From an optimization exercise on the open Yosys and OpenROAD flow, aimed at small area; shortcuts taken in it are not production practice.
The RTL was checked by simulation tests, not by an equivalence proof against the original design.
In every run shown here, the design's own scripts or RTL, not TritonCTS, make the clock network.
No driver is modelled on the clock port, so clock power and skew are understated where the tree is cut down; a real chip needs a root buffer or a tree.
Power is estimated from default activity; no workload was simulated.

<file path="flow/design.v">
module sync_reset(input        clk,     
		  input        key,     
		  output logic reset);  
   logic [1:0] reset_s;  
   always_ff @(posedge clk or negedge key)
     if(!key)
       reset_s<=2'b11;
     else
       reset_s<={reset_s[1]&reset_s[0],!reset_s[1]};
   always_comb reset=reset_s[1] | !reset_s[0];
endmodule
module clk_en
  (input        reset,    
   input        clk,      
   output logic clk_en);  
   logic [4:0] lfsr_10ms;  
   always_ff @(posedge clk)
     if(reset || clk_en)
       lfsr_10ms<='0;
     else
       lfsr_10ms<={lfsr_10ms[3:0],~(lfsr_10ms[4]^lfsr_10ms[2])};
   always_comb
     clk_en=(lfsr_10ms==5'b11010);
endmodule
module dcf77(input               reset,        
	     input               clk,          
	     input               clk_en,       
	     input               rx,           
	     output logic [58:0] data_shift,   
	     output logic        error,        
	     output logic        sync);        
   logic [0:3]  rx_s;            
   logic [0:2]  rx_d;            
   logic [4:0]  counter_pulse;   
   logic [7:0]  counter_start;   
   logic        data_valid;      
   logic        valid;
   logic        rise,fall,start,d;
   logic        par1,par2,par3;  
   always_comb
     begin
	rise =rx_d[1] && !rx_d[2];   
	fall =!rx_d[1] && rx_d[2];   
	start=rise && (counter_start>8'd151 || counter_start==8'd0);
	d    =counter_pulse>=5'd15;  
     end
   always_ff @(posedge clk)
     if(reset)
       begin
	  rx_s              <='0;
	  rx_d              <='0;
	  counter_start     <='0;
	  data_shift[58:20] <='0;
	  {par1,par2,par3}  <='0;
	  error             <='1;
	  data_valid        <='0;
       end
     else if(clk_en)
       begin
	  rx_s<={rx,rx_s[0:2]};
	  rx_d[0]<=(rx_s[1] && rx_s[2]) || (rx_s[2] && rx_s[3]) || (rx_s[1] && rx_s[3]);
	  rx_d[1:2]<=rx_d[0:1];
	  if(rise)
	    counter_start<=8'd2;
	  else
	    counter_start<=counter_start+8'd1;
	  if(fall)
	    begin
	       data_shift[58:20]<={d,data_shift[58:21]};
	       par1<=par1^data_shift[29]^data_shift[21];
	       par2<=par2^data_shift[36]^data_shift[29];
	       par3<=par3^d^data_shift[36];
	    end
	  data_valid<=start && valid;
	  if(start)
	    error<=!valid;
       end
   always_ff @(posedge clk)
     if(clk_en)
       begin
	  if(rx_d[0:1]==2'b10)  
	    counter_pulse<=5'd0;
	  else if(rx_d[0:1]==2'b11)  
	    counter_pulse<=counter_pulse+5'd1;
	  if(fall)
	    data_shift[19:0]<=data_shift[20:1];
       end
   always_comb sync=data_valid & clk_en;
   logic p1,p2,p3;                    
   logic start_of_minute,             
	 start_of_encoding_times,
	 minutes,hours,day_of_month,
	 day_of_week_ok,month_ok,year_ok;
   always_comb
     begin:validy_check
	p1=!par1;  
	p2=!par2;  
	p3=!par3;  
	start_of_minute=!data_shift[0];
	start_of_encoding_times=data_shift[20];
	minutes       =(data_shift[27:25]<6 && data_shift[24:21]<10);
	hours         =(data_shift[34:33]<3 && data_shift[32:29]<10 && !(data_shift[34:33]==2 && data_shift[32:29]>3));
	day_of_month  =(data_shift[39:36]<10 && !(data_shift[41:40]==3 && data_shift[39:36]>1));
	day_of_week_ok=(data_shift[44:42]>0);
	month_ok      =(data_shift[48:45]<10 && !(data_shift[49]==1 && data_shift[48:45]>2));
	year_ok       =(data_shift[57:54]<10 && data_shift[53:50]<10);
	valid=(p1 && p2 && p3 &&
	       start_of_minute && start_of_encoding_times &&
	       minutes && hours &&
	       day_of_month && day_of_week_ok &&
	       month_ok && year_ok);
     end:validy_check
endmodule
module clock(input        reset,       
	     input        clk,         
	     input        clk_en,      
	     input        dcf77_sync,  
	     input  [58:0] dcf77_data,  
	     output logic [3:0] year1,year0,
	     output logic       month1,
	     output logic [3:0] month0,
	     output logic [3:0] day1,day0,
	     output logic [1:0] hour1,
	     output logic [3:0] hour0,
	     output logic [2:0] minute1,
	     output logic [3:0] minute0,
	     output logic [2:0] second1,
	     output logic [3:0] second0,
	     output logic [2:0] day_of_week);
   logic [6:0] counter;
   logic leap_year,february,month_has_30_days,month_has_31_days,
	 last_tick,last_second,last_minute,last_hour,last_day,last_month,last_year,
	 s0_9,m0_9,h0_9,d0_9,mo0_9,y0_9;
   function automatic [3:0] bcd_inc(input [3:0] q);
      bcd_inc={q[3] ? !q[0] : q[2]&q[1]&q[0],
	       q[2]^(q[1]&q[0]),
	       !q[3]&(q[1]^q[0]),
	       !q[0]};
   endfunction
   always_comb
     begin:flags
	s0_9 =second0[3]&second0[0];
	m0_9 =minute0[3]&minute0[0];
	h0_9 =hour0[3]&hour0[0];
	d0_9 =day0[3]&day0[0];
	mo0_9=month0[3]&month0[0];
	y0_9 =year0[3]&year0[0];
	february         =!month1 && month0==4'd2;
	month_has_30_days=(!month1 && (month0==4'd4 || month0==4'd6 || month0==4'd9)) ||
			  (month1 && month0[0]);
	month_has_31_days=(!month1 && (month0==4'd1 || month0==4'd3 || month0==4'd5 ||
				       month0==4'd7 || month0==4'd8)) ||
			  (month1 && !month0[0]);
	leap_year=!year0[0] && (year0[1]==year1[0]) && (year0!=4'd0 || year1!=4'd0);
	last_tick  =counter==7'b1001011;
	last_second=second1[2]&second1[0]&s0_9;
	last_minute=minute1[2]&minute1[0]&m0_9;
	last_hour  =hour1[1]&hour0[1]&hour0[0];
	last_day   =(february && !leap_year && day1==4'd2 && day0[3] && !day0[0]) ||
		    (february && leap_year && day1==4'd2 && d0_9) ||
		    (month_has_30_days && day1==4'd3 && day0==4'd0) ||
		    (month_has_31_days && day1==4'd3 && day0==4'd1);
	last_month =month1 && month0[1];
	last_year  =year1[3]&year1[0]&y0_9;
     end:flags
   always_ff @(posedge clk)
     begin:main
	if(reset)
	  begin
	     counter    <='0;
	     year1      <='0;
	     year0      <='0;
	     month1     <='0;
	     month0     <=4'd1;
	     day1       <='0;
	     day0       <=4'd1;
	     day_of_week<=3'd1;
	     hour1      <='0;
	     hour0      <='0;
	     minute1    <='0;
	     minute0    <='0;
	     second1    <='0;
	     second0    <='0;
	  end
	else if(clk_en)
	  begin
	     if(dcf77_sync)
	       begin
		  counter    <=7'b1111110;  
		  year1      <=dcf77_data[57:54];
		  year0      <=dcf77_data[53:50];
		  month1     <=dcf77_data[49];
		  month0     <=dcf77_data[48:45];
		  day_of_week<=dcf77_data[44:42];
		  day1       <={2'b0,dcf77_data[41:40]};
		  day0       <=dcf77_data[39:36];
		  hour1      <=dcf77_data[34:33];
		  hour0      <=dcf77_data[32:29];
		  minute1    <=dcf77_data[27:25];
		  minute0    <=dcf77_data[24:21];
		  second1    <='0;
		  second0    <='0;
	       end
	     else
	       begin
		  if(last_tick)
		    counter<=7'd0;
		  else
		    counter<={counter[5:0],~(counter[6]^counter[5])};
		  if(last_tick)
		    begin:count_seconds
		       second0<=bcd_inc(second0);
		       if(s0_9)
			 second1<=last_second ? 3'd0 : second1+3'd1;
		       if(last_second)
			 begin:count_minutes
			    minute0<=bcd_inc(minute0);
			    if(m0_9)
			      minute1<=last_minute ? 3'd0 : minute1+3'd1;
			 end:count_minutes
		       if(last_minute && last_second)
			 begin:count_hours
			    if(last_hour)
			      begin
				 hour0<=4'd0;
				 hour1<=2'd0;
			      end
			    else
			      begin
				 hour0<=bcd_inc(hour0);
				 if(h0_9)
				   hour1<=hour1+2'd1;
			      end
			 end:count_hours
		       if(last_hour && last_minute && last_second)
			 begin:count_days
			    day_of_week<=(day_of_week==3'd7) ? 3'd1 : day_of_week+3'd1;
			    if(last_day)
			      begin
				 day0<=4'd1;
				 day1<=4'd0;
			      end
			    else
			      begin
				 day0<=bcd_inc(day0);
				 if(d0_9)
				   day1<=day1+4'd1;
			      end
			 end:count_days
		       if(last_day && last_hour && last_minute && last_second)
			 begin:count_months
			    if(last_month)
			      begin
				 month0<=4'd1;
				 month1<=1'b0;
			      end
			    else
			      begin
				 month0<=bcd_inc(month0);
				 if(mo0_9)
				   month1<=1'b1;
			      end
			 end:count_months
		       if(last_month && last_day && last_hour && last_minute && last_second)
			 begin:count_years
			    year0<=bcd_inc(year0);
			    if(y0_9)
			      year1<=last_year ? 4'd0 : year1+4'd1;
			 end:count_years
		    end:count_seconds
	       end
	  end
     end:main
endmodule
module display_decoder(input        [2:0] SW,           
		       input        [3:0] year1,year0,
		       input              month1,
		       input        [3:0] month0,
		       input        [3:0] day1,day0,
		       input        [1:0] hour1,
		       input        [3:0] hour0,
		       input        [2:0] minute1,
		       input        [3:0] minute0,
		       input        [2:0] second1,
		       input        [3:0] second0,
		       input        [2:0] day_of_week,
		       output logic [6:0] HEX0,   
		       output logic [6:0] HEX1,   
		       output logic [6:0] HEX2,   
		       output logic [6:0] HEX3);  
   logic [3:0] digit0,digit1,digit2,digit3;
   always_comb
     begin
	if(SW[0])
	  begin
	     digit0=second0;
	     digit1={1'b0,second1};
	  end
	else if(SW[1])
	  begin
	     digit0=day0;
	     digit1=day1;
	  end
	else if(SW[2])
	  begin
	     digit0=month0;
	     digit1={3'b0,month1};
	  end
	else
	  begin
	     digit0=minute0;
	     digit1={1'b0,minute1};
	  end
	digit2=SW[2] ? year0 : hour0;
	digit3=SW[2] ? year1 : {2'b0,hour1};
	HEX0=dec_digit(digit0);
	HEX1=hex_digit(digit1);
	if(SW[0])
	  begin
	     HEX3=~7'b0;
	     HEX2=~7'b0;
	  end
	else if(SW[1])
	  {HEX3,HEX2}=week_day_chars(day_of_week);
	else
	  begin
	     HEX3=dec_digit(digit3);
	     HEX2=dec_digit(digit2);
	  end
     end
   function [6:0] hex_digit(input [3:0] i);
      case(i)               
	4'h0:    hex_digit=~7'b0111111;   
	4'h1:    hex_digit=~7'b0000110;   
	4'h2:    hex_digit=~7'b1011011;   
	4'h3:    hex_digit=~7'b1001111;   
	4'h4:    hex_digit=~7'b1100110;   
	4'h5:    hex_digit=~7'b1101101;   
	4'h6:    hex_digit=~7'b1111101;   
	4'h7:    hex_digit=~7'b0000111;   
	4'h8:    hex_digit=~7'b1111111;   
	4'h9:    hex_digit=~7'b1101111;   
	4'ha:    hex_digit=~7'b1110111;   
	4'hb:    hex_digit=~7'b1111100;   
	4'hc:    hex_digit=~7'b0111001;   
	4'hd:    hex_digit=~7'b1011110;   
	4'he:    hex_digit=~7'b1111001;   
	default: hex_digit=~7'b1110001;   
      endcase
   endfunction
   function [6:0] dec_digit(input [3:0] i);
      dec_digit=hex_digit(i[3] ? {3'b100,i[0]} : i);
   endfunction
   function [13:0] week_day_chars(input [2:0] i);
      case(i)               
	3'd1:    week_day_chars=~14'b0110111_1011100;   
	3'd2:    week_day_chars=~14'b1111000_0011100;   
	3'd3:    week_day_chars=~14'b0111110_1111001;   
	3'd4:    week_day_chars=~14'b1111000_1110100;   
	3'd5:    week_day_chars=~14'b1110001_1010000;   
	3'd6:    week_day_chars=~14'b1101101_1110111;   
	default: week_day_chars=~14'b1101101_1011100;   
      endcase
   endfunction
endmodule
module dcf77_clock_top(input        clk,       
		       input        key_n,     
		       input        rx,        
		       input  [2:0] sw_disp,   
		       input        sw_fast,   
		       input        sw_sync,   
		       output [6:0] hex0,      
		       output [6:0] hex1,      
		       output [6:0] hex2,      
		       output [6:0] hex3,      
		       output       led_error, 
		       output       led_rx);   
   wire reset;
   wire clk_en_10ms;
   wire dcf77_error;
   wire dcf77_sync;
   logic clock_clk_en;
   logic clock_dcf77_sync;
   wire [58:0] dcf77_data;
   wire [3:0]  year1,year0,month0,day1,day0,hour0,minute0,second0;
   wire        month1;
   wire [1:0]  hour1;
   wire [2:0]  minute1,second1,day_of_week;
   assign led_error=dcf77_error;
   assign led_rx   =rx;
   sync_reset sync_reset(.clk(clk),.key(key_n),.reset(reset));
   clk_en clk_en(.reset(reset),.clk(clk),.clk_en(clk_en_10ms));
   dcf77 dcf77(.reset(reset),.clk(clk),.clk_en(clk_en_10ms),
	       .rx(rx),
	       .data_shift(dcf77_data),
	       .error(dcf77_error),.sync(dcf77_sync));
   clock clock(.reset(reset),.clk(clk),.clk_en(clock_clk_en),
	       .dcf77_sync(clock_dcf77_sync),.dcf77_data(dcf77_data),
	       .year1(year1),.year0(year0),.month1(month1),.month0(month0),
	       .day1(day1),.day0(day0),.hour1(hour1),.hour0(hour0),
	       .minute1(minute1),.minute0(minute0),.second1(second1),.second0(second0),
	       .day_of_week(day_of_week));
   display_decoder display_decoder(.SW(sw_disp),
				   .year1(year1),.year0(year0),.month1(month1),.month0(month0),
				   .day1(day1),.day0(day0),.hour1(hour1),.hour0(hour0),
				   .minute1(minute1),.minute0(minute0),.second1(second1),.second0(second0),
				   .day_of_week(day_of_week),
				   .HEX0(hex0),.HEX1(hex1),.HEX2(hex2),.HEX3(hex3));
   always_comb
     begin
	clock_clk_en     = clk_en_10ms | sw_fast;
	clock_dcf77_sync = dcf77_sync  & sw_sync;
     end
endmodule
</file>
<file path="flow/flow/run.sh">
#!/bin/bash
# Layout flow: the standard synthesis, then its combinational logic
# re-mapped for area by ABC (the registers, their names and cells are kept as
# the standard synthesis made them), then the standard layout steps with
# buf_1 port buffers and a clock tree made by flow/manual_cts.tcl.
# Each tool's output goes to its own log file in the work folder.
set -euo pipefail
R=orfs/results/sky130hd/dcf77_clock_top/base

bash standard.sh synth > 1_standard_synth.log 2>&1
cp "$R/1_2_yosys.v" standard_synth.v

# re-map, and use the result only if it is proven equivalent
if yosys -c flow/resyn.tcl > 2_resyn.log 2>&1 &&
   yosys -c flow/equiv.tcl > 3_equiv.log 2>&1; then
  # the re-mapped netlist replaces the synthesis result; make rebuilds from it
  cp resyn.v "$R/1_2_yosys.v"
else
  echo "re-mapping not used" > 3_equiv_failed.txt
fi

bash standard.sh finish \
  BUFFER_PORTS_ARGS="-buffer_cell sky130_fd_sc_hd__buf_1" \
  PRE_CTS_TCL="$PWD/flow/manual_cts.tcl" \
  > 4_standard_layout.log 2>&1
</file>
<file path="flow/flow/conb.v">
module sky130_fd_sc_hd__conb_1(output HI, output LO);
  assign HI = 1'b1;
  assign LO = 1'b0;
endmodule
</file>
<file path="flow/flow/equiv.tcl">
# Prove that the re-mapped netlist (resyn.v) computes what the standard
# synthesis netlist (standard_synth.v) computes: the register cells are cut
# into inputs (their outputs) and outputs (their inputs), matched by instance
# name, and a SAT miter checks every output and register input.
yosys -import
set lib $::env(FLOW_HOME)/platforms/sky130hd/lib/sky130_fd_sc_hd__tt_025C_1v80.lib
read_liberty -ignore_miss_func $lib
set fh [open $lib]
set text [read $fh]
close $fh
foreach {all cell} [regexp -all -inline {cell\s*\(\s*"?(sky130_fd_sc_hd__\w+)"?\s*\)} $text] {
  if { [regexp {__(df|edf|sdf|sedf|dl[rx]|dlclkp|sdlclkp)} $cell] } {
    blackbox $cell
  }
}
read_verilog -overwrite flow/conb.v
read_verilog standard_synth.v
yosys rename $::env(FLOW_TOP) gold
read_verilog resyn.v
yosys rename $::env(FLOW_TOP) gate
hierarchy -check
yosys cd gate
check -assert
yosys cd
flatten gold gate
opt_clean
yosys cd gold
yosys rename -hide w:* x:* %d
yosys cd gate
yosys rename -hide w:* x:* %d
yosys cd
expose -evert gold gate
opt_clean
miter -equiv -flatten -make_outputs -ignore_gold_x gold gate miter
hierarchy -top miter
sat -verify -prove trigger 0 miter
</file>
<file path="flow/flow/manual_cts.tcl">
# Clock tree made by hand, sourced before ORFS's CTS step (PRE_CTS_TCL).
# The clock port drives one root buffer; the root drives NLEAF leaf buffers;
# the flip-flops are split into NLEAF groups of nearby cells (columns by x,
# then rows by y within each column), each driven by a leaf buffer placed at
# the group's centroid. All leaves are the same cell with about the same load,
# so every register's clock arrives at about the same time. ORFS's
# clock_tree_synthesis is then skipped; the rest of its CTS step (detailed
# placement, timing repair) runs as usual.
proc manual_cts { clk_port nbuf bufcell rootcell } {
  set block [ord::get_db_block]
  set db [ord::get_db]
  set master [$db findMaster $bufcell]
  set clknet [[$block findBTerm $clk_port] getNet]
  set sinks {}
  foreach it [$clknet getITerms] {
    set loc [[$it getInst] getLocation]
    lappend sinks [list $it [lindex $loc 0] [lindex $loc 1]]
  }
  set n [llength $sinks]
  set ncol [expr {int(ceil(sqrt($nbuf)))}]
  while { $nbuf % $ncol != 0 } { incr ncol -1 }
  set nrow [expr {$nbuf / $ncol}]
  set sorted [lsort -integer -index 1 $sinks]
  set groups {}
  set per_col [expr {double($n) / $ncol}]
  for {set c 0} {$c < $ncol} {incr c} {
    set lo [expr {int(round($c * $per_col))}]
    set hi [expr {int(round(($c + 1) * $per_col)) - 1}]
    set col [lsort -integer -index 2 [lrange $sorted $lo $hi]]
    set m [llength $col]
    set per_row [expr {double($m) / $nrow}]
    for {set r 0} {$r < $nrow} {incr r} {
      set lo2 [expr {int(round($r * $per_row))}]
      set hi2 [expr {int(round(($r + 1) * $per_row)) - 1}]
      lappend groups [lrange $col $lo2 $hi2]
    }
  }
  # root buffer at the centroid of all sinks
  set rnet [odb::dbNet_create $block "clknet_root_$clk_port"]
  $rnet setSigType CLOCK
  set root [odb::dbInst_create $block [$db findMaster $rootcell] "clkbuf_root_$clk_port"]
  [$root findITerm A] connect $clknet
  [$root findITerm X] connect $rnet
  set sx 0; set sy 0
  foreach s $sinks { incr sx [lindex $s 1]; incr sy [lindex $s 2] }
  $root setLocation [expr {$sx / $n}] [expr {$sy / $n}]
  $root setPlacementStatus PLACED
  set i 0
  foreach g $groups {
    set net [odb::dbNet_create $block "clknet_leaf_${i}_$clk_port"]
    $net setSigType CLOCK
    set buf [odb::dbInst_create $block $master "clkbuf_leaf_${i}_$clk_port"]
    [$buf findITerm A] connect $rnet
    [$buf findITerm X] connect $net
    set sx 0; set sy 0
    foreach s $g {
      set it [lindex $s 0]
      $it disconnect
      $it connect $net
      incr sx [lindex $s 1]; incr sy [lindex $s 2]
    }
    set k [llength $g]
    $buf setLocation [expr {$sx / $k}] [expr {$sy / $k}]
    $buf setPlacementStatus PLACED
    incr i
  }
  puts "manual_cts: $n sinks, root $rootcell, $nbuf leaves $bufcell"
}

set clk_port [get_full_name [lindex [get_property [lindex [all_clocks] 0] sources] 0]]
manual_cts $clk_port 8 sky130_fd_sc_hd__clkbuf_8 sky130_fd_sc_hd__clkbuf_16
set_propagated_clock [all_clocks]
proc clock_tree_synthesis { args } {
  puts "clock_tree_synthesis skipped: the clock tree was made by flow/manual_cts.tcl"
}
</file>
<file path="flow/flow/resyn.abc">
strash
&get -n
&deepsyn -T 20
&put
dch -f
amap
</file>
<file path="flow/flow/resyn.tcl">
# Re-map the combinational logic of the standard synthesis netlist for area.
# Sequential cells are read as black boxes, so every register instance keeps
# its name, its cell and its connections; everything else is flattened into
# logic and mapped again by ABC with flow/resyn.abc.
yosys -import
set lib $::env(FLOW_HOME)/platforms/sky130hd/lib/sky130_fd_sc_hd__tt_025C_1v80.lib

read_liberty -ignore_miss_func $lib
set fh [open $lib]
set text [read $fh]
close $fh
foreach {all cell} [regexp -all -inline {cell\s*\(\s*"?(sky130_fd_sc_hd__\w+)"?\s*\)} $text] {
  if { [regexp {__(df|edf|sdf|sedf|dl[rx]|dlclkp|sdlclkp)} $cell] } {
    blackbox $cell
  }
}

# the tie cell has no logic function in the library
read_verilog -overwrite flow/conb.v
read_verilog standard_synth.v
hierarchy -top $::env(FLOW_TOP)
tee -o resyn_before.txt stat -liberty $lib
flatten
opt_clean
synth -run fine:
abc -liberty $lib -dont_use *lpflow* -dont_use *probe* -script [pwd]/flow/resyn.abc
opt_clean -purge
setundef -zero
hilomap -singleton -hicell sky130_fd_sc_hd__conb_1 HI -locell sky130_fd_sc_hd__conb_1 LO
insbuf -buf sky130_fd_sc_hd__buf_1 A X
splitnets
opt_clean -purge
# (check runs in flow/equiv.tcl on the written netlist)
tee -o resyn_after.txt stat -liberty $lib
write_verilog -noattr -nohex -nodec resyn.v
</file>
<file path="flow/standard.sh">
#!/bin/bash
# synth_recipe.tcl (not shown) runs the flow's synth.tcl, then flattens the netlist and writes it again
# the make line also repeats each setting of config.mk as NAME=value (left out here)
make -C /OpenROAD-flow-scripts/flow DESIGN_CONFIG=/design/flow/config.mk WORK_HOME=/design/flow/orfs CLKGATE_MAP_FILE= SYNTH_SCRIPT=/design/flow/synth_recipe.tcl "${@:-finish}"
</file>
<file path="flow/config.mk">
export PLATFORM = sky130hd
export DESIGN_NAME = dcf77_clock_top
export DESIGN_NICKNAME = dcf77_clock_top
export VERILOG_FILES = /design/flow/design.v
export SDC_FILE = /design/flow/constraint.sdc
export NUM_CORES = 4
export LEC_CHECK = 0
export ABC_AREA = 1
export CAP_MARGIN = 20
export CORE_MARGIN = 2
export CORE_UTILIZATION = 40
export SLEW_MARGIN = 20
</file>
<file path="flow/constraint.sdc">
create_clock -name core_clock -period 10.0 [get_ports {clk}]
set_input_delay 2.0000 -clock core_clock [delete_from_list [all_inputs] [get_ports {clk}]]
set_output_delay 2.0000 -clock core_clock [all_outputs]
set_load 0.01 [all_outputs]
</file>
==> summary.txt, run 1 <==
Status:
- The flow ran to the end and the layout has no timing, DRC or antenna violations.

Timing:
- The post-route setup TNS is 0 ps.
- At the pin with the least slew margin, the transition time is between 700 and 800 ps.
- Setup repair after global routing left no endpoint under its margin.
- After layout, the minimum clock period comes to between 6000 and 7000 ps.
- Setup slack closes at between 3000 and 4000 ps.
- The peak clock frequency supported by timing is 149.3 MHz.
- Between clock sinks in the finished design, the worst skew comes to 18.07 ps.
- The final number of hold-violating endpoints is 0.
- The number of pins with negative max-slew slack in the final report is 0.
- The worst slew slack as a fraction of its limit is 48.82%.
- Of the available clock period, the critical path in the final layout requires roughly 67%.
- The final-report setup violation count is 0.

Power:
- The maximum ir drop on the vdd rail is 0.00007897 V.
- The internal power of the cells totals roughly 690 uW.
- Net switching is a little over a fifth of the power.
- The leakage power figure is 0.002068 uW.
- The clock network fraction of total power is between 20 and 30%.
- The relative contribution of sequential cells to total power is between 60% and 70%.
- In this run the power density over the cells is 134.2 mW/mm2.
- For this design the total switching power over the nets is about 190 uW.
- Combinational logic burns roughly 4.2% of the power.

Route:
- In this run, the number of DRC markers left after iteration 0 of detailed routing was approximately 280.
- Before antenna repair, the detailed router went through 6 iterations.
- In the routed design, unresolved DRC markers number 0.
- Summed over all layers, the routed wires come to about 14000 um.
- The routed layout has 5235 vias.
- The residual antenna-violating net count after detailed routing is 0.
- After detailed routing, the average wire length per cell comes to about 15 um.
- The ratio of routed vias to standard cells is roughly 5.5.

Yosys:
- Counting every instance in the synthesized netlist gives between 700 and 800.
- For this run, the number of Yosys warnings is 6.
- The netlist area before placement is roughly 0.0060 mm2.
- The average footprint of a synthesized cell is approximately 8.3 um2.
- The number of nets produced by synthesis is 731.

Worst setup path:
- The number of buffers and inverters on the critical path is 5.
- The critical path goes through buf_1 > clkinv_1 > nor2_1 > clkinv_1 > o22a_1 > o221ai_1 > clkinv_1 > o21ai_0 > nor2_1 > nor2_1 > o21ai_0 > o21ai_0 > nor3_1 > buf_1.
- The arrival time reported for the critical path endpoint is 4700 ps.
- The reg-to-reg endpoint is clock.year1[2].
- The worst register-to-register path begins at clk_en.lfsr_10ms[1].
- For the worst setup path, the data required time is around 8000 ps.
- The critical path is of the in -> out type.
- Counting cells, the worst reg-to-reg path comes to 23.
- In this run the worst path has a maximum fanout of 9.
- The gate family responsible for the most delay along the worst path is compound AO/OA/AOI/OAI gates.
- The minimum setup slack among reg-to-reg paths is between 5000 and 6000 ps.
- The endpoint class of the critical path is an output port.
- The worst setup path is launched from an input port.
- The delay contributed by the slowest stage of the critical path is about 400 ps.
- For this design, the slowest cell found on the critical path is nor2_1.

Layout:
- The number of fill cells is approximately 1500.
- The repair_antennas step left the layout with diodes totalling 0.
- After the last flow step, the layout net total stands at 783.
- Cells with a size suffix above 1 make up a little over 2% of the layout.
- Relative to the synthesized area, the layout overhead comes to 8.929%.

Floorplanning:
- Once the floorplan was initialized, standard cells occupied 41.15% of the core.
- The die covers about 0.016 mm2.
- In this run the horizontal extent of the chip is 126.7 um.
- After floorplanning, the core was sized to cover between 0.01 and 0.015 mm2.
- The I/O pin total is 38.
- The overall die height is approximately 130 um.
- The placement row count is 44.

Global route:
- The total overflow reported by the global router is 0.
- The total routing resource utilization after global routing is around 18%.
- The via count of the first global-routing pass came to around 4800.
- The number of antenna violations at the first check in global routing is 0.
- The first-pass GRT wire length is between 20000 and 25000 um.
- The pin count of the biggest net entering global routing is 40.

Placed design:
- The worst slack after detailed placement is 3366 ps.
- Routability-driven placement finished with a final weighted congestion of 0.8517.
- The HPWL after detailed placement is about 11000 um.
- Port buffering added 37 buffers.

Clock tree:
- The number of gates resized after cts is 0.
- The clock-pin slew on the worst setup and hold paths is ~100 ps.
- The number of hold-repair buffers added at the cts stage is 0.
- After clock tree synthesis, the setup repair step added 0 buffers.
- The worst-skew pair later-pin latency is 360 ps.

Min path:
- In this run the most critical hold path is launched from clk_en.lfsr_10ms[1].
- The hold path endpoint is clk_en.lfsr_10ms[2].
- The classification of the worst-slack hold path is reg -> reg.
- The worst hold path passes through 2 cells.

Flow run:
- The tool flagged a number of max-cap violations equal to 0.
worst register-to-register path, delay by kind of cell (launching register included):
family / cells / cell delay, ps
flip-flops: 1 / 330
AO/OA/AOI/OAI: 3 / 690
AND/OR/NAND/NOR: 16 / 3320
buffers and inverters: 4 / 480
layer usage:
layer / GRT usage (%) / vias to the layer above / share of wire [%]
li1: - / 2675 / -
met1: 25.00 / 2419 / 49
met2: 30.59 / 121 / 46
met3: 0.9701 / 20 / 3.8
met4: 2.456 / 0 / 1.8
met5: 0 / - / 0
worst max-delay path by stage:
stage | start | endpoint | slack (ps) | cells after the start
2_1_floorplan | sw_disp[1] | hex0[2] | 3950 | 12
3_3_place_gp | sw_disp[1] | hex1[6] | 3580 | 13
3_5_place_dp | sw_disp[1] | hex0[2] | 3370 | 14
4_1_cts | sw_disp[1] | hex0[2] | 3370 | 14
5_1_grt | sw_disp[1] | hex0[2] | 2930 | 14
6_report | sw_disp[1] | hex0[2] | 3300 | 14
power groups by stage:
stage	sequential [uW]	clock, uW	combinational (uW)
after floorplan	602	0	25.8
after global placement	603	0	35.6
after detailed placement	603	0	36.9
after CTS	590	265	37.0
after global routing	591	282	42.9
final	590	254	37.4
area by class of cell:
cell class	instances	area, um2	share of cell area, %
Sequential cell	142	3105	47.31
Buffer	9	135.1	2.059
Tap cell	184	230.2	3.507
Inverter	132	495.5	7.549
Multi-Input combinational cell	448	2421	36.89
Timing Repair Buffer	42	176.4	2.688
sequential cells by signal (all words and copies together) (netlist names), 4 cells and up:
name	flops
clk_en.lfsr_10ms	5
clock.counter	7
clock.day0	4
clock.day1	4
clock.hour0	4
clock.minute0	4
clock.month0	4
clock.second0	4
clock.year0	4
clock.year1	4
dcf77.counter_pulse	5
dcf77.counter_start	8
dcf77.data_shift	59
dcf77.rx_s	4
cells in the final DEF (no fill, tap or decap), types with 6 or more instances in the layout:
cell and instances:
a211oi_1 11, edfxtp_1 25, nor2_1 120, o211ai_1 6, o22ai_1 55, a21oi_1 24, o221ai_1 17, clkinv_1 132
o21ai_0 54, clkbuf_8 8, o21a_1 7, o32ai_1 8, or4_1 6, nand2_1 44, buf_1 37, dfxtp_1 115
nand3_1 15, nor3_1 25
metrics by stage:
stage	cell area (um2)	util (%)	total power [uW]	instances	hold WS, ps
floorplan	6026	-	627.6	723	400.3
finish	6564	44.82	881.0	957	424.6
global placement	6429	43.90	638.1	948	406.1
global route	6564	44.82	915.9	957	436.0
CTS	6564	44.82	891.8	957	425.9
detailed placement	6429	43.90	640.0	948	405.1
==> run 2: changes to the inputs <==
--- a/flow/config.mk
+++ b/flow/config.mk
@@ -8,5 +8,5 @@
 export ABC_AREA = 1
 export CAP_MARGIN = 20
 export CORE_MARGIN = 2
-export CORE_UTILIZATION = 40
+export CORE_UTILIZATION = 75
 export SLEW_MARGIN = 20
==> run 2 against run 1 <==
  * Still clean
  * Sequential power is essentially flat
  * Die area shrank 45%
  * Flip-flop and latch count is the same
  * Clock skew shrank 5.3 ps
  * Area after synthesis is the same
  * Wire length grew 9.5%
  * Critical path depth shrank 1
  * Combinational power grew 6.1%
  * Via count grew 9.6%
  * Total power grew 0.55%
  * Highest routed layer unchanged
==> summary.txt, run 2 <==
Status:
- The run finished with no timing, DRC or antenna violations.

Power:
- The power per unit of standard cell area is between 100 and 150 mW/mm2.
- The overall power is a little under 900 uW.
- The clock network accounts for about 29% of the total power.
- Summed over all cells, the static leakage comes to ~0.0021 uW.
- The net switching share of the total power is 22.08%.
- Of the total power, registers draw around 67%.
- The internal power of the cells totals 690.3 uW.
- The worst-case IR drop observed on VDD is 0.0001741 V.
- The switching component of the power is 195.6 uW.
- The combinational share of power is 4.5%.

Route:
- Dividing the detail-routed wire length by the instance count gives 17.98 um.
- The violation count after the first detailed-routing iteration is between 500 and 600.
- The wire length reported by the detailed router is approximately 16000 um.
- In this run the remaining antenna-violating nets after routing total 0.
- After detailed routing, the number of remaining DRC violations is 0.
- The ratio of routed vias to standard cells is approximately 6.6.
- The via total after detailed routing is approximately 5700.
- Before antenna repair, the detailed router went through 7 iterations.

Placed design:
- At the end of routability-driven placement, the weighted congestion stood at between 0.9 and 1.
- OpenSTA, run right after detailed placement, puts the worst setup slack at 3398 ps.
- After legalization and detailed placement, the total HPWL measured about 11000 um.
- In this run the tool buffered the top-level ports with 37 buffer cells.
- The number of placed instances, taps included is ~860.

Worst setup path:
- Traced cell by cell, the critical path runs through buf_1 > clkinv_1 > nand2_1 > nor2_1 > a222oi_1 > clkinv_1 > nor2_1 > nand2_1 > nand2_1 > clkinv_1 > nor3_1 > a221o_1 > buf_1.
- In this design, the stage delay of the slowest critical-path cell is 540 ps.
- The worst setup path category is in -> out.
- The maximum fanout along the worst path is 8.
- The element type at the critical path start is an input port.
- The endpoint class of the critical path is an output port.
- Data on the critical path arrives at its endpoint at 4700 ps.
- The largest individual stage delay along the critical path comes from the cell a222oi_1.
- Grouping stages by cell kind, the critical path spends the most delay in buffers and inverters.
- The data required time of the critical path is approximately 8000 ps.
- The critical path contains buffers and inverters numbering 5 combined.

Yosys:
- The average footprint of a synthesized cell is around 8.3 um2.
- The netlist area before placement is around 0.006 mm2.
- The number of instances in the synthesized netlist is 723.
- The Yosys step of the flow raised 6 warnings.
- The number of nets produced by synthesis is between 700 and 800.

Timing:
- The post-route setup TNS is 0 ps.
- At the pin with the least slew margin, the transition time is roughly 800 ps.
- The fraction of the cycle the final worst path needs is between 60 and 70%.
- Setup slack closes at 3299 ps.
- Setup repair after global routing left no endpoint under its margin.
- Subtracting the final worst setup slack from the clock period gives ~6700 ps.
- The final number of hold-violating endpoints was 0.
- The worst pin sits at a relative slew slack of a little under half.
- The number of pins with negative max-slew slack in the final report came to 0.
- Setup violations remaining at the end of the flow were counted as 0.
- The worst-case clock skew is 12.73 ps.
- Static timing analysis puts the maximum clock frequency at around 150 MHz.
- On the final layout, the worst hold slack is between 400 and 500 ps.

Global route:
- After global routing the overflow that remains totals 0.
- The pin count of the biggest net entering global routing is ~40.
- Global routing consumed, over all layers together, between 30% and 40% of the routing resources.
- The first global-routing pass estimated 25140 um of wire.
- The number of antenna violations at the first check in global routing is 0.
- The via count of the first global-routing pass is 5440.

Layout:
- The most common cell after layout, fill and taps aside is clkinv_1.
- Ranked by flip-flop count, first place goes to dcf77.data_shift.
- In the final layout, the share of cells above drive strength 1 is under 10%.
- The layout-stage area growth over the synthesis result is 6.935%.
- The count of cells in the finished layout, fillers not included, comes to approximately 870.
- The largest registers in the layout are dcf77.data_shift (59), dcf77.counter_start (8), clock.counter (7).
- The number of nets in the final layout is approximately 800.
- The repair_antennas step left the layout with diodes totalling 0.
- In the layout the commonest cells are clkinv_1 (132), nor2_1 (120), dfxtp_1 (115), o22ai_1 (55), o21ai_0 (54).
- The register with the most flip-flops in the layout has 59 of them.

Floorplanning:
- In this run the vertical extent of the chip is around 94 um.
- Pin placement for this block handled 38 I/O pins.
- The die span in x is 93.64 um.
- The total area inside the core boundary comes to 0.007767 mm2.
- For this configuration, the core starts out at a cell density of 77.58%.
- The floorplan has 32 rows.
- The floorplan step defined a die boundary enclosing a little under 0.009 mm2.

Clock tree:
- The number of gates resized after cts is 0.
- For this design, the CTS-stage hold fixing added 0 buffers.
- The clock-pin slew on the worst setup and hold paths is around 100 ps.
- Buffers added to address setup during post-CTS repair amount to 0.
- For the worst-skew pair, the clock arrives at the later sink with an insertion delay of around 350 ps.

Flow run:
- The count of max-cap constraint violations is 0.

Min path:
- The min-delay analysis places its worst path in the category reg -> reg.
[run 2: power by group through the flow]
stage	combinational, uW	clock, uW	sequential [uW]
global placement	35.0	0	602
floorplan	25.8	0	602
finish	39.7	255	591
CTS	39.0	254	590
global route	43.8	272	591
detailed placement	38.3	0	603
[run 2: layout make-up]
cell class / instances / area, um2
fill: 497 / 1324
tap: 102 / 127.6
timing repair buffer: 39 / 153.9
multi-input combinational: 448 / 2426
buffer: 9 / 135.1
sequential: 142 / 3105
inverter: 132 / 495.5
[run 2: per-stage QoR]
| step | util [%] | instance area, um2 |
|---|---|---|
| after CTS | 82.93 | 6441 |
| after global routing | 82.96 | 6444 |
| final | 82.96 | 6444 |
| after global placement | 81.15 | 6304 |
| after floorplan | - | 6026 |
| after detailed placement | 81.19 | 6306 |
[run 2: final timing paths]
path / startpoint / to / slack (ps) / cells past startpoint
max: sw_disp[2] / hex1[6] / 3300 / 13
min reg2reg: dcf77.data_shift[6] / dcf77.data_shift[5] / 430 / 0
min in group asynchronous: key_n / sync_reset.reset_s[1] / 1620 / 1
max in group asynchronous: key_n / sync_reset.reset_s[0] / 8360 / 1
max reg2reg: clock.counter[6] / clock.year1[2] / 4890 / 23
min: dcf77.data_shift[6] / dcf77.data_shift[5] / 430 / 0
[run 2: layer usage]
layer | global-route usage [%] | wire [um]
met5 | 0 | 0
met4 | 15.70 | 719
met3 | 3.384 | 1212
met2 | 63.43 | 7669
met1 | 43.76 | 6077
==> run 3: changes to the inputs <==
--- a/flow/config.mk
+++ b/flow/config.mk
@@ -8,5 +8,5 @@
 export ABC_AREA = 1
 export CAP_MARGIN = 20
 export CORE_MARGIN = 2
-export CORE_UTILIZATION = 75
+export CORE_UTILIZATION = 60
 export SLEW_MARGIN = 20
==> run 3 against run 2 <==
  * Core utilization down 17 points
  * Cell count rose by 3.7%
  * Clock skew decreased by 0.61 ps
  * Worst hold slack got worse by 5.5 ps
  * Fmax rose by 0.86%
==> summary.txt, run 3 <==
Status:
- The flow ran to the end and the layout has no timing, DRC or antenna violations.

Timing:
- The post-route minimum period is about 6600 ps.
- In this run the tightest slew margin relative to its limit is about 45%.
- The worst-case clock skew is approximately 12 ps.
- After routing, the total negative slack on setup checks comes to 0 ps.
- Setup slack closes at 3356 ps.
- The number of pins with negative max-slew slack in the final report is 0.
- The peak clock frequency supported by timing is approximately 150 MHz.
- Setup violations remaining at the end of the flow were counted as 0.
- Setup repair after global routing left no endpoint under its margin.
- Dividing the final minimum period by the clock period gives between 60 and 70%.
- At the pin with the least slew margin, the transition time is about 800 ps.
- The final number of hold-violating endpoints came to 0.

Worst setup path:
- The endpoint class of the critical path is an output port.
- The slowest stage cell on the critical path is a222oi_1.
- The largest single stage delay on the critical path is around 500 ps.
- The maximum fanout along the worst path is 8.
- In this run the critical register-to-register path is launched from clk_en.lfsr_10ms[1].
- The worst setup path category is in -> out.
- The number of buffers and inverters on the critical path is 5.
- Traced cell by cell, the critical path runs through buf_1 > clkinv_1 > nand2_1 > nor2_1 > a222oi_1 > clkinv_1 > nor2_1 > nand2_1 > nand2_1 > clkinv_1 > nor3_1 > a221o_1 > buf_1.
- The most critical setup path has its startpoint at sw_disp[2].
- STA puts the critical path data arrival time at ~4600 ps.
- The element type at the critical path start is an input port.
- Data on the critical path is required at its endpoint by about 8000 ps.
- The gate family responsible for the most delay along the worst path is buffers and inverters.

Placed design:
- The worst slack after detailed placement is between 3000 and 4000 ps.
- The weighted congestion reported at the end of routability-driven placement is 0.9228.
- The HPWL after detailed placement is 10440 um.
- The number of placed instances, taps included is between 800 and 900.
- Input and output buffers added on the ports amount to 37.

Floorplanning:
- The die span in x is about 100 um.
- In this run the core area contains 36 standard-cell rows.
- The initial standard-cell utilization of the core is approximately 62%.
- The core region is about 0.0098 mm2.
- The die covers between 0.01 and 0.015 mm2.
- In this run the vertical extent of the chip is between 100 and 150 um.
- During I/O placement, the number of pins put on the boundary was 38.

Route:
- The ratio of routed vias to standard cells is between 5 and 6.
- The residual antenna-violating net count after detailed routing is 0.
- The violation count after the first detailed-routing iteration is between 300 and 400.
- The wire length reported by the detailed router is about 14000 um.
- The first-pass iteration count of the detailed router is 5.
- The average wire per cell in the routed design is between 15 and 20 um.
- The number of remaining DRC errors is 0.
- Summing over every cut layer, the via total after detailed routing is approximately 5200.

Yosys:
- The number of nets handed over by synthesis was between 700 and 800.
- In this run the mean area of a mapped cell was 8.334 um2.
- The number of instances in the synthesized netlist is between 700 and 800.
- The Yosys step of the flow raised 6 warnings.
- Summing every instance area after synthesis gives about 0.006 mm2.

Clock tree:
- The worst-skew pair later-pin latency is around 340 ps.
- The number of hold-repair buffers added at the cts stage is 0.
- Clock-pin slew was measured on the worst setup and hold paths at about 90 ps.
- Once the clock tree was built, the resizer swapped 0 gates to a different size.
- The post-CTS setup buffer count is 0.

Layout:
- The register with the most flip-flops in the layout has about 60 of them.
- The fraction of final layout cells sized beyond drive strength 1 is under 10%.
- Counting flops per register, the top entry is dcf77.data_shift.
- The final layout contains roughly 780 nets.
- In the layout the commonest cells are clkinv_1 (132), nor2_1 (120), dfxtp_1 (115), o22ai_1 (55), o21ai_0 (54).
- The library cell used most frequently in the layout, excluding fill and tap cells, is clkinv_1.
- The largest registers in the layout are dcf77.data_shift (59), dcf77.counter_start (8), clock.counter (7).
- The layout has about 860 filler cells.
- Measured on the finished design, the core utilization comes to 66.37%.
- The antenna cell count is 0.
- The layout-stage area growth over the synthesis result is 7.662%.
- Leaving out filler cells and counting taps, the final layout contains roughly 900.

Min path:
- The launch instance of the worst min-delay path is dcf77.data_shift[4].
- The classification of the worst-slack hold path is reg -> reg.

Power:
- Power spread over the standard cell area amounts to between 100 and 150 mW/mm2.
- Across the VDD grid, the largest voltage drop is 0.0001124 V.
- The leakage power figure is 0.002060 uW.

Global route:
- Global routing finished with a remaining overflow of 0.
- The total routing resource utilization after global routing is 25.25%.
- The pin count of the biggest net entering global routing is 41.
- The via count of the first global-routing pass came to 4882.
- The first-pass GRT wire length is between 20000 and 25000 um.
- The number of antenna violations at the first check in global routing is 0.

Flow run:
- Across the run, the number of max-cap violations was 0.
run 3: changes by cell type in the layout (fill, tap and decap cells not counted):
| cell | delta |
|---|---|
| buf_4 | +1 |
| nand2_1 | +1 |
| nand2_2 | -1 |
run 3: metrics by stage:
stage	cell area (um2)	power, uW	hold WS, ps
after floorplan	6026	627.6	400.3
after global placement	6350	638.2	405.0
after detailed placement	6352	640.1	407.3
after CTS	6487	882.3	430.3
after global routing	6487	904.7	432.9
final	6487	876.4	429.3
run 3: final timing paths:
kind	slack, ps	end	cells after the start
setup / recovery	3360	hex1[6]	13
hold / removal	430	dcf77.data_shift[3]	0
setup reg to reg	4980	clock.year1[2]	23
hold reg to reg	430	dcf77.data_shift[3]	0
max in group asynchronous	8370	sync_reset.reset_s[1]	1
min in group asynchronous	1610	sync_reset.reset_s[0]	1
run 3: where the power goes:
group	internal [uW]	total (uW)	switching, uW
Combinational	12.9	37.3	24.3
Sequential	586	590	4.12
Clock	91.2	249	158
Total	690	876	186
run 3: worst register-to-register path, cell delays in order, from the launching register on:
cell,delay (ps)
dfxtp_1,330
clkinv_1,70
nor3_1,180
nand3_1,260
clkinv_1,240
o21ai_0,310
nor2_1,270
nand3_1,160
clkinv_1,80
nand3_1,130
nor2_1,200
nand2_1,110
nor2_1,290
nand3_1,190
nor2_1,380
nand2_1,120
nor3_1,550
nand2_1,200
nor2_1,200
nand2_1,110
clkinv_1,80
nor2_1,60
o21ai_0,240
o221ai_1,140
run 3: metal layers:
layer | GRT usage, % | up-vias | share of wire (%)
met1 | 33.97 | 2381 | 46
met2 | 43.52 | 153 | 46
met3 | 1.880 | 37 | 5.0
li1 | - | 2673 | -
met5 | 0 | - | 0
met4 | 8.108 | 0 | 3.7
run 3: cell type report:
| cell class | instances | area, um2 | share of cell area [%] |
|---|---|---|---|
| flip-flops and latches | 142 | 3105 | 47.87 |
| multi-input cells | 448 | 2424 | 37.36 |
| inverters | 132 | 495.5 | 7.637 |
| well taps | 133 | 166.4 | 2.565 |
| repair buffers | 40 | 161.4 | 2.488 |
| plain buffers | 9 | 135.1 | 2.083 |
==> run 4: changes to the inputs <==
==> flow/flow/resyn.abc (replaced) <==
strash
&get -n
&deepsyn -T 120
&put
dch -f
amap
strash
dch -f
amap
==> run 4 against run 3 <==
  * Area after synthesis down 1.7%
  * Sequential share of layout area grew 0.72 points
  * Critical path depth stayed put
  * Fmax down 2.3%
  * Register-to-register slack better by 30 ps
  * Combinational power increased by 25%
  * Global-route usage shrank 0.48 points
  * Clock power hardly changed
  * Critical endpoint is now hex0[1]
  * Total power grew 1.0%
  * Setup slack worse by 160 ps
  * Flip-flop and latch count unchanged
  * Highest routed layer unchanged
  * First-iteration DRC count shrank 27%
==> summary.txt, run 4 <==
Status:
- The run finished with no timing, DRC or antenna violations.

Yosys:
- The number of instances in the synthesized netlist is 696.
- During synthesis, Yosys emitted a total of 6 warnings.
- The number of nets produced by synthesis is between 700 and 800.
- In this run the cell area of the synthesized design comes to 0.005924 mm2.
- The average footprint of a synthesized cell is approximately 8.5 um2.

Worst setup path:
- Traced cell by cell, the critical path runs through buf_1 > clkinv_1 > nand3_1 > nor2_1 > a2111oi_0 > nand2b_1 > nor3_1 > clkinv_1 > o31ai_1 > o21ai_0 > clkinv_1 > nor2_1 > buf_1.
- The worst setup path is captured at an output port.
- The dominant cell type by count on the critical path is clkinv_1.
- The number of buffers and inverters on the critical path is 5.
- Data on the critical path arrives at its endpoint at 4800 ps.
- The worst setup path category is in -> out.
- Among cell families on the critical path, the largest total delay comes from buffers and inverters.
- The delay contributed by the slowest stage of the critical path is between 500 and 600 ps.
- The slowest stage cell on the critical path is a2111oi_0.
- The maximum fanout along the worst path is 12.
- The element type at the critical path start is an input port.
- The data required time of the critical path is 8000 ps.

Route:
- Using the TritonRoute via totals, the vias-per-cell ratio works out to slightly below 6.
- In this run the remaining antenna-violating nets after routing total 0.
- For this run, design rule violations remaining after detail routing come to 0.
- The average wire per cell in the routed design is 15.40 um.
- The routed layout has between 5000 and 6000 vias.
- The first-pass iteration count of the detailed router is 7.
- Summed over all layers, the routed wires come to 13520 um.
- The detailed router finished its first iteration with 256 violations.

Layout:
- The most common cell after layout, fill and taps aside is clkinv_1.
- The register with the most flip-flops in the final layout is dcf77.data_shift.
- The largest registers in the layout are dcf77.data_shift (59), dcf77.counter_start (8), clock.counter (7).
- The layout-stage area growth over the synthesis result is 7.878%.
- After routing the design area is approximately 0.0064 mm2.
- The layout has 847 filler cells.
- The number of flip-flops under the largest register name is 59.
- The antenna cell count is 0.
- Summing all multi-input logic gate instances after layout gives 0.002357 mm2.
- In the final design database the tool counted 755 nets.
- The fraction of final layout cells sized beyond drive strength 1 is under 10%.
- The final standard cell count with taps included and fillers excluded is 878.
- The library cells used most frequently in the layout, excluding fill and tap cells, are clkinv_1 (122), nor2_1 (115), dfxtp_1 (115), o22ai_1 (60), o21ai_0 (42).
- Across the whole layout, storage elements account for around 0.0031 mm2.

Floorplanning:
- The die span in x is about 100 um.
- The floorplan step defined a die boundary enclosing roughly 0.011 mm2.
- The I/O pin total is 38.
- The initial standard-cell utilization of the core is roughly three fifths.
- The floorplan has 36 rows.
- The total core area is roughly 0.0097 mm2.
- Measured along the y axis, the die boundary spans ~100 um.

Clock tree:
- The clock-pin slew on the worst setup and hold paths is 90 ps.
- After clock tree synthesis, the setup repair step added 0 buffers.
- The number of gates resized after cts is 0.
- At the later pin of the worst-skew pair, clock insertion delay measures 340 ps.
- The number of hold-repair buffers added at the cts stage is 0.

Timing:
- The fraction of the cycle the final worst path needs is between 60% and 70%.
- Timing would allow up to about 150 MHz.
- The number of pins with negative max-slew slack in the final report is 0.
- The worst-case clock skew is approximately 12 ps.
- The worst hold slack is between 400 and 500 ps.
- Setup repair after global routing left no endpoint under its margin.
- At the pin with the least slew margin, the transition time is 983.0 ps.
- The post-route minimum period is 6800 ps.
- The final-report setup violation count is 0.
- For the final routed database, the setup TNS stands at 0 ps.
- The worst slew slack as a fraction of its limit is between 30% and 40%.
- The final number of hold-violating endpoints was 0.

Global route:
- The met3 layer usage reported by global route is 1.075%.
- The first global-routing pass estimated 21360 um of wire.
- The total overflow reported by the global router is 0.
- The number of antenna violations at the first check in global routing is 0.
- The pin count of the biggest net entering global routing is 40.
- The total routing resource utilization after global routing is approximately a quarter.
- The via count of the first global-routing pass is between 4000 and 5000.
- The met2 track demand over resource is 42.43%.
- The global routing stage identified its most utilized layer as met2.
- Global routing used around a third of the available met1 tracks.

Power:
- The analysis attributes to cell leakage a power of between 0.002 and 0.0025 uW.
- The power per unit of standard cell area is about 140 mW/mm2.
- The clock network accounts for about 28% of the total power.
- The combinational share of power is ~5.2%.
- The internal cell power is between 600 and 700 uW.
- The relative contribution of sequential cells to total power is approximately 67%.
- The maximum ir drop on the vdd rail is approximately 0.00014 V.
- The overall power is ~890 uW.
- The net switching share of the total power is 21.70%.
- The switching component of the power is 192.1 uW.

Placed design:
- The congestion estimate from routability-driven global placement came to slightly above 0.9.
- Input and output buffers added on the ports amount to 37.
- The HPWL after detailed placement is between 10000 and 15000 um.
- The area of placed instances is 0.006256 mm2.
- In this run, placement finished with an instance count of just under 900.

Min path:
- The min-delay analysis places its worst path in the category reg -> reg.

Flow run:
- The count of max-cap constraint violations is 0.
run 4: final timing paths:
path | from | endpoint | slack [ps] | depth (start not counted)
setup / recovery | sw_disp[0] | hex0[1] | 3200 | 13
hold / removal | dcf77.data_shift[8] | dcf77.data_shift[7] | 430 | 0
setup reg to reg | clk_en.lfsr_10ms[1] | clock.year1[2] | 5010 | 23
hold reg to reg | dcf77.data_shift[8] | dcf77.data_shift[7] | 430 | 0
max in group asynchronous | key_n | sync_reset.reset_s[1] | 8350 | 1
min in group asynchronous | key_n | sync_reset.reset_s[0] | 1630 | 1
run 4: routing by layer:
layer  share of wire [%]  vias to the layer above
li1                    -                     2618
met4                 2.5                        0
met3                 4.0                       25
met2                  47                      135
met1                  46                     2390
met5                   0                        -
run 4: layout make-up:
class,count,share of cell area (%)
multi-input cells,431,36.88
well taps,133,2.604
repair buffers,41,2.643
inverters,122,7.165
plain buffers,9,2.114
flip-flops and latches,142,48.59
run 4: power groups by stage:
stage	Sequential (uW)	Combinational (uW)	Clock (uW)
floorplan	602	31.7	0
global placement	603	44.4	0
detailed placement	603	46.0	0
CTS	590	46.2	255
global route	591	52.3	272
finish	590	46.5	248
run 4: stage by stage:
stage               utilization [%]  worst slack (ps)
finish                        65.99              3200
global route                  65.99              2835
CTS                           65.99              3256
detailed placement            64.60              3264
global placement              64.60              3436
floorplan                         -              4017
==> run 5: changes to the inputs <==
--- a/flow/flow/manual_cts.tcl
+++ b/flow/flow/manual_cts.tcl
@@ -68,7 +68,7 @@
 }
 
 set clk_port [get_full_name [lindex [get_property [lindex [all_clocks] 0] sources] 0]]
-manual_cts $clk_port 8 sky130_fd_sc_hd__clkbuf_8 sky130_fd_sc_hd__clkbuf_16
+manual_cts $clk_port 8 sky130_fd_sc_hd__clkbuf_8 sky130_fd_sc_hd__clkbuf_4
 set_propagated_clock [all_clocks]
 proc clock_tree_synthesis { args } {
   puts "clock_tree_synthesis skipped: the clock tree was made by flow/manual_cts.tcl"
==> run 5 against run 4 <==
  * Critical path depth is the same
  * Design area shrank 0.27%
  * Clock skew shrank 0.64 ps
  * Area after synthesis is the same
  * Core utilization shrank 0.18 points
  * First-iteration DRC count grew 11%
  * Critical path type unchanged
  * Critical endpoint unchanged
==> summary.txt, run 5 <==
Layout:
- The register with the most flip-flops in the layout has slightly below 60 of them.
- The layout-stage area growth over the synthesis result is 7.582%.
- The largest registers in the layout are dcf77.data_shift (59), dcf77.counter_start (8), clock.counter (7).
- More flip-flops sit in one register than any other, and that register is dcf77.data_shift.
- The number of nets in the final layout is around 760.
- The fraction of final layout cells sized beyond drive strength 1 is 2.013%.
- The top cell types in the final layout, fill and taps aside, are clkinv_1 (122), nor2_1 (115), dfxtp_1 (115), o22ai_1 (60), o21ai_0 (42).
- Leaving out fill and tap cells, the most frequent cell in the layout is clkinv_1.
- The antenna cell count is 0.

Timing:
- The clock arrives with between 10 and 15 ps of skew.
- The final number of hold-violating endpoints is 0.
- The number of pins with negative max-slew slack in the final report is 0.
- The slack of the critical path is around 3200 ps.
- For the pin with the worst max-slew slack, the measured transition is between 900 and 1000 ps.
- The worst slew slack as a fraction of its limit is roughly a third.
- Adding up every negative setup slack in the final design gives 0 ps.
- Setup violations remaining at the end of the flow were counted as 0.
- The peak clock frequency supported by timing is between 100 and 150 MHz.
- Setup repair after global routing left no endpoint under its margin.
- Of the available clock period, the critical path in the final layout requires between 60% and 70%.
- The routed design could run at a clock period as short as a little under 7000 ps.

Placed design:
- The worst slack after detailed placement is 3264 ps.
- The port buffer count is 37.
- The HPWL after detailed placement is slightly above 10000 um.
- The weighted congestion reported at the end of routability-driven placement is about 0.92.

Worst setup path:
- The endpoint class of the critical path is an output port.
- Of all nets on the critical path, the largest fanout is 12.
- The worst setup path is of the in -> out kind.
- The worst setup path is launched from an input port.
- The arrival time reported for the critical path endpoint is just under 5000 ps.
- For the worst setup path, the data required time is about 8000 ps.

Global route:
- The via count of the first global-routing pass is 4512.
- The total overflow reported by the global router is 0.
- The number of antenna violations at the first check in global routing is 0.
- The total routing resource utilization after global routing is roughly a quarter.
- The first global-routing pass estimated between 20000 and 25000 um of wire.
- The pin count of the biggest net entering global routing is 40.

Clock tree:
- After clock tree synthesis, the flow added hold-fix buffers numbering 0.
- The post-CTS setup buffer count is 0.
- The number of gates resized after CTS was 0.
- The worst-skew pair later-pin latency is 480 ps.
- Clock-pin slew was measured on the worst setup and hold paths at approximately 90 ps.

Power:
- The maximum ir drop on the vdd rail is between 0.0001 and 0.00015 V.
- The leakage power figure is 0.002002 uW.
- The completed layout was analyzed and its total power is slightly below 900 uW.
- The power per unit of standard cell area is 136.4 mW/mm2.

Floorplanning:
- The overall die height is roughly 100 um.
- The I/O pin total is 38.
- For this configuration, the core starts out at a cell density of roughly three fifths.
- The die span in x is 103.4 um.
- The floorplan step defined a core boundary enclosing roughly 0.0097 mm2.
- The total die area is about 0.011 mm2.
- The placement row count is 36.

Route:
- The wire length reported by the detailed router is roughly 13000 um.
- The residual antenna-violating net count after detailed routing is 0.
- After detailed routing, the number of remaining DRC violations is 0.
- The ratio of routed vias to standard cells is 5.880.
- The violation count after the first detailed-routing iteration is around 290.
- The final route contains ~5200 vias.
- Dividing the detail-routed wire length by the instance count gives 15.29 um.
- The first-pass iteration count of the detailed router is 6.

Yosys:
- The netlist area before placement is a little under 0.006 mm2.
- The average footprint of a synthesized cell is between 8 and 9 um2.
- The number of instances in the synthesized netlist is about 700.
- The number of nets produced by synthesis is ~700.
- For this run, the number of Yosys warnings is 6.

Flow run:
- The tool flagged a number of max-cap violations equal to 0.

Min path:
- The classification of the worst-slack hold path is reg -> reg.

Status:
- The run finished with no timing, DRC or antenna violations.
==> run 5: per-stage QoR <==
step	instances	hold WS (ps)	utilization, %	instance area (um2)
after CTS	878	429.7	65.81	6374
final	878	426.8	65.81	6374
after global placement	869	403.9	64.60	6256
after global routing	878	432.3	65.81	6374
after detailed placement	869	405.1	64.60	6256
after floorplan	696	400.3	-	5924
==> run 5: routing by layer <==
metal	wire length [um]	up-vias	GRT usage, %
met3	603	29	1.277
met4	348	0	5.061
met1	6124	2362	35.21
met5	0	-	0
li1	-	2618	-
met2	6350	154	42.43
==> run 5: path summary, 6_finish.rpt <==
path | slack, ps | startpoint | depth (start not counted) | endpoint
min in group asynchronous | 1490 | key_n | 1 | sync_reset.reset_s[0]
max | 3150 | sw_disp[0] | 13 | hex0[1]
min reg2reg | 430 | dcf77.data_shift[8] | 0 | dcf77.data_shift[7]
max reg2reg | 5010 | clk_en.lfsr_10ms[1] | 23 | clock.year1[2]
max in group asynchronous | 8490 | key_n | 1 | sync_reset.reset_s[1]
min | 430 | dcf77.data_shift[8] | 0 | dcf77.data_shift[7]
==> run 5: area by class of cell <==
type                       instances  area (um2)
inverter                         122       457.9
sequential                       142        3105
multi-input combinational        431        2357
tap                              133       166.4
timing repair buffer              41       168.9
buffer                             9       117.6
fill                             850        3311
==> run 5: report_power, final <==
part,total (uW),leakage [uW],switching (uW),internal (uW)
registers,590,0.00110,4.35,586
clock network,233,0.0000621,156,76.2
logic,46.4,0.000842,30.4,15.9
total,869,0.00200,191,678
==> run 5: worst max-delay path, cell delays in order <==
cell and delay, ps:
buf_1 430, clkinv_1 330, nand3_1 260, nor2_1 50, a2111oi_0 660, nand2b_1 230, nor3_1 80, clkinv_1 60
o31ai_1 70, o21ai_0 290, clkinv_1 120, nor2_1 100, buf_1 150
==> run 6: changes to the inputs <==
--- a/flow/design.v
+++ b/flow/design.v
@@ -31,8 +31,8 @@
 	     output logic        sync);        
    logic [0:3]  rx_s;            
    logic [0:2]  rx_d;            
-   logic [4:0]  counter_pulse;   
    logic [7:0]  counter_start;   
+   logic [4:0]  counter_pulse;   
    logic        data_valid;      
    logic        valid;
    logic        rise,fall,start,d;
@@ -42,6 +42,7 @@
 	rise =rx_d[1] && !rx_d[2];   
 	fall =!rx_d[1] && rx_d[2];   
 	start=rise && (counter_start>8'd151 || counter_start==8'd0);
+	counter_pulse=counter_start[4:0]-5'd2;
 	d    =counter_pulse>=5'd15;  
      end
    always_ff @(posedge clk)
@@ -78,10 +79,6 @@
    always_ff @(posedge clk)
      if(clk_en)
        begin
-	  if(rx_d[0:1]==2'b10)  
-	    counter_pulse<=5'd0;
-	  else if(rx_d[0:1]==2'b11)  
-	    counter_pulse<=counter_pulse+5'd1;
 	  if(fall)
 	    data_shift[19:0]<=data_shift[20:1];
        end
==> run 6 against run 5 <==
  * Still clean on timing, DRC and antenna
  * Design area down 2.3%
  * Register-to-register slack better by 470 ps
  * Clock skew up 1.4 ps
==> summary.txt, run 6 <==
Power:
- The power per unit of standard cell area is 137.9 mW/mm2.
- Across the VDD grid, the largest voltage drop is 0.0001235 V.
- The net switching share of the total power is 22.62%.
- The leakage power figure is slightly below 0.002 uW.
- The clock network fraction of total power is a little over a quarter.
- The internal cell power is 664.2 uW.
- In this run, the combinational gates consume ~6% of the power.
- The overall power is 858.4 uW.
- The relative contribution of sequential cells to total power is 67.3%.
- Summed over all nets, the switching power comes to ~190 uW.

Timing:
- Setup repair after global routing left no endpoint under its margin.
- The fraction of the cycle the final worst path needs is 65.19%.
- The final number of hold-violating endpoints came to 0.
- The post-route minimum period is 6519 ps.
- The number of pins with negative max-slew slack in the final report was 0.
- The post-route setup TNS is 0 ps.
- The final-report setup violation count is 0.
- The worst slew slack as a fraction of its limit is 46.01%.
- The worst-margin pin slew is 789.4 ps.
- The peak clock frequency supported by timing is approximately 150 MHz.
- On the final layout, the worst clock skew is 12.66 ps.

Worst setup path:
- STA classifies the critical path endpoint as an output port.
- In this run the worst path has a maximum fanout of 9.
- The dominant cell type by count on the critical path is buf_1.
- The delay contributed by the slowest stage of the critical path is 370 ps.
- Data on the critical path arrives at its endpoint at around 4500 ps.
- The element type at the critical path start is an input port.
- STA puts the critical path data required time at around 8000 ps.
- Walking the worst path, the cells encountered are buf_1 > clkinv_1 > nand3_1 > nor2_1 > a21oi_1 > o221ai_1 > o21ai_0 > nor2b_1 > nor3_1 > nand2b_1 > or2_0 > buf_1.
- The worst setup path category is in -> out.
- For this design, the slowest cell found on the critical path is clkinv_1.

Clock tree:
- The worst-skew pair later-pin latency is between 400 and 500 ps.
- The number of gates resized after cts is 0.
- Clock-pin slew was measured on the worst setup and hold paths at 90 ps.
- The number of hold-repair buffers added at the cts stage is 0.
- Buffers added to address setup during post-CTS repair amount to 0.

Route:
- The average wire per cell in the routed design is approximately 15 um.
- The via total after detailed routing is 5131.
- The number of remaining DRC errors is 0.
- The residual antenna-violating net count after detailed routing is 0.
- Summed over all layers, the routed wires come to approximately 13000 um.
- The detailed router finished its first iteration with 254 violations.
- Using the TritonRoute via totals, the vias-per-cell ratio works out to slightly below 6.
- The first-pass iteration count of the detailed router is 5.

Layout:
- The layout-stage area growth over the synthesis result is 7.964%.
- The most common cell after layout, fill and taps aside is clkinv_1.
- The antenna cell count is 0.
- The final layout contains between 700 and 800 nets.
- The fraction of final layout cells sized beyond drive strength 1 is ~2.4%.
- The library cells used most frequently in the layout, excluding fill and tap cells, are clkinv_1 (125), dfxtp_1 (115), nor2_1 (111), o22ai_1 (67), o21ai_0 (50).
- The largest register by flop count is dcf77.data_shift.
- The register with the most flip-flops in the layout has roughly 60 of them.
- In the final layout, the registers with the most flip-flops are dcf77.data_shift (59), dcf77.counter_start (8), clock.counter (7).

Global route:
- The total overflow left after global routing is 0.
- The total routing resource utilization after global routing is approximately a quarter.
- The first global-routing pass estimated around 21000 um of wire.
- The number of antenna violations at the first check in global routing is 0.
- The via count of the first global-routing pass was 4529.
- The pin count of the biggest net entering global routing is a little over 40.

Floorplanning:
- The placement row count is 35.
- The overall die height is 102.0 um.
- In this run the count of I/O pins placed on the die edge is 38.
- The die covers roughly 0.010 mm2.
- The die span in x is 102.0 um.
- The initial standard-cell utilization of the core is between 60% and 70%.
- The total core area is between 0.009 and 0.01 mm2.

Yosys:
- The count of synthesis-stage warnings from yosys is 6.
- The number of nets produced by synthesis is 705.
- The average footprint of a synthesized cell is approximately 8.3 um2.
- The number of instances in the synthesized netlist is 697.
- The netlist area before placement is around 0.0058 mm2.

Placed design:
- The HPWL after detailed placement is 9837 um.
- The weighted congestion reported at the end of routability-driven placement is 0.9657.
- Buffers placed on the I/O ports in this run total 37.

Status:
- The flow ran to the end and the layout has no timing, DRC or antenna violations.

Min path:
- The tightest min-delay check is of the reg -> reg type.

Flow run:
- The tool flagged a number of max-cap violations equal to 0.
-- run 6: final timing paths --
kind                       cells past startpoint               endpoint  slack [ps]           startpoint
setup / recovery                              12                hex0[4]        3480           sw_disp[0]
min in group asynchronous                      1  sync_reset.reset_s[1]        1510                key_n
setup reg to reg                              22         clock.year0[1]        5480  clk_en.lfsr_10ms[3]
hold reg to reg                                0    dcf77.data_shift[1]         430  dcf77.data_shift[2]
hold / removal                                 0    dcf77.data_shift[1]         430  dcf77.data_shift[2]
max in group asynchronous                      1  sync_reset.reset_s[0]        8470                key_n
-- run 6: through the flow --
| stage | setup slack, ps | util (%) | hold slack [ps] | cell area [um2] | std cells |
|---|---|---|---|---|---|
| final | 3481 | 67.05 | 426.5 | 6225 | 876 |
| after detailed placement | 3577 | 65.75 | 405.4 | 6105 | 867 |
| after floorplan | 4157 | - | 400.3 | 5766 | 697 |
| after global placement | 3736 | 65.75 | 406.4 | 6105 | 867 |
| after global routing | 3187 | 67.05 | 432.4 | 6225 | 876 |
| after CTS | 3555 | 67.02 | 428.7 | 6222 | 876 |
-- run 6: layer usage --
metal	global-route usage (%)	share of wire, %	vias up	routed length (um)
met3	1.436	4.4	14	572
met5	0	0	-	0
met1	35.24	46	2392	6010
met2	42.76	48	143	6205
li1	-	-	2582	-
met4	4.615	1.3	0	170
-- run 6: area by class of cell --
class,instances,area (um2)
Fill cell,808,3059
Inverter,125,469.2
Tap cell,129,161.4
Buffer,9,117.6
Sequential cell,137,2955
Multi-Input combinational cell,434,2345
Timing Repair Buffer,42,176.4
-- run 6: critical path: cells and delay by family --
| family | cells | cell delay [ps] |
|---|---|---|
| buffers and inverters | 3 | 860 |
| and+or+nand+nor | 6 | 960 |
| AOI/OAI and AO/OA | 3 | 690 |
-- run 6: power by group through the flow --
stage	registers [uW]	clock network, uW	logic (uW)
after floorplan	587	0	36.5
after global placement	590	0	48.6
after global routing	580	251	58.0
final	578	229	51.3
after detailed placement	590	0	50.9
after CTS	578	236	51.1

separate check: timing with driven ports:
The flow's constraints put no driver on any port. The routed layouts listed below were extracted and timed again, unchanged, in two steps. Step 1, drivers: a clkbuf_16 drives clk and a buf_2 each remaining input, both assumed. Step 2 adds t to the input delays and takes it off the output delays; t is the mean of the earliest and latest rising clock arrival at the registers after step 1. Input paths then give back, and output paths get back, about the clock's delay inside the block. a / b / c = ideal ports / drivers / drivers and shift; a / b = the first two.
run	t (ns)	setup WS [ns]	hold WS [ns]	clock arrival spread, ns
run 1	0.383	3.302 / 3.276 / 3.276	0.425 / 0.425 / 0.425	0.019 / 0.019
run 2	0.377	3.299 / 3.276 / 3.276	0.435 / 0.435 / 0.435	0.013 / 0.013
run 3	0.373	3.356 / 3.316 / 3.316	0.429 / 0.429 / 0.429	0.013 / 0.012
run 4	0.370	3.200 / 3.173 / 3.173	0.426 / 0.426 / 0.426	0.013 / 0.013
run 5	0.502	3.152 / 3.125 / 3.125	0.427 / 0.427 / 0.427	0.012 / 0.011
run 6	0.485	3.481 / 3.457 / 3.457	0.427 / 0.427 / 0.427	0.015 / 0.015
After both steps every run listed still meets setup and hold. For run 3, which loses most, drivers alone change the setup slack by -0.040 ns; drivers and shift together by -0.040 ns.
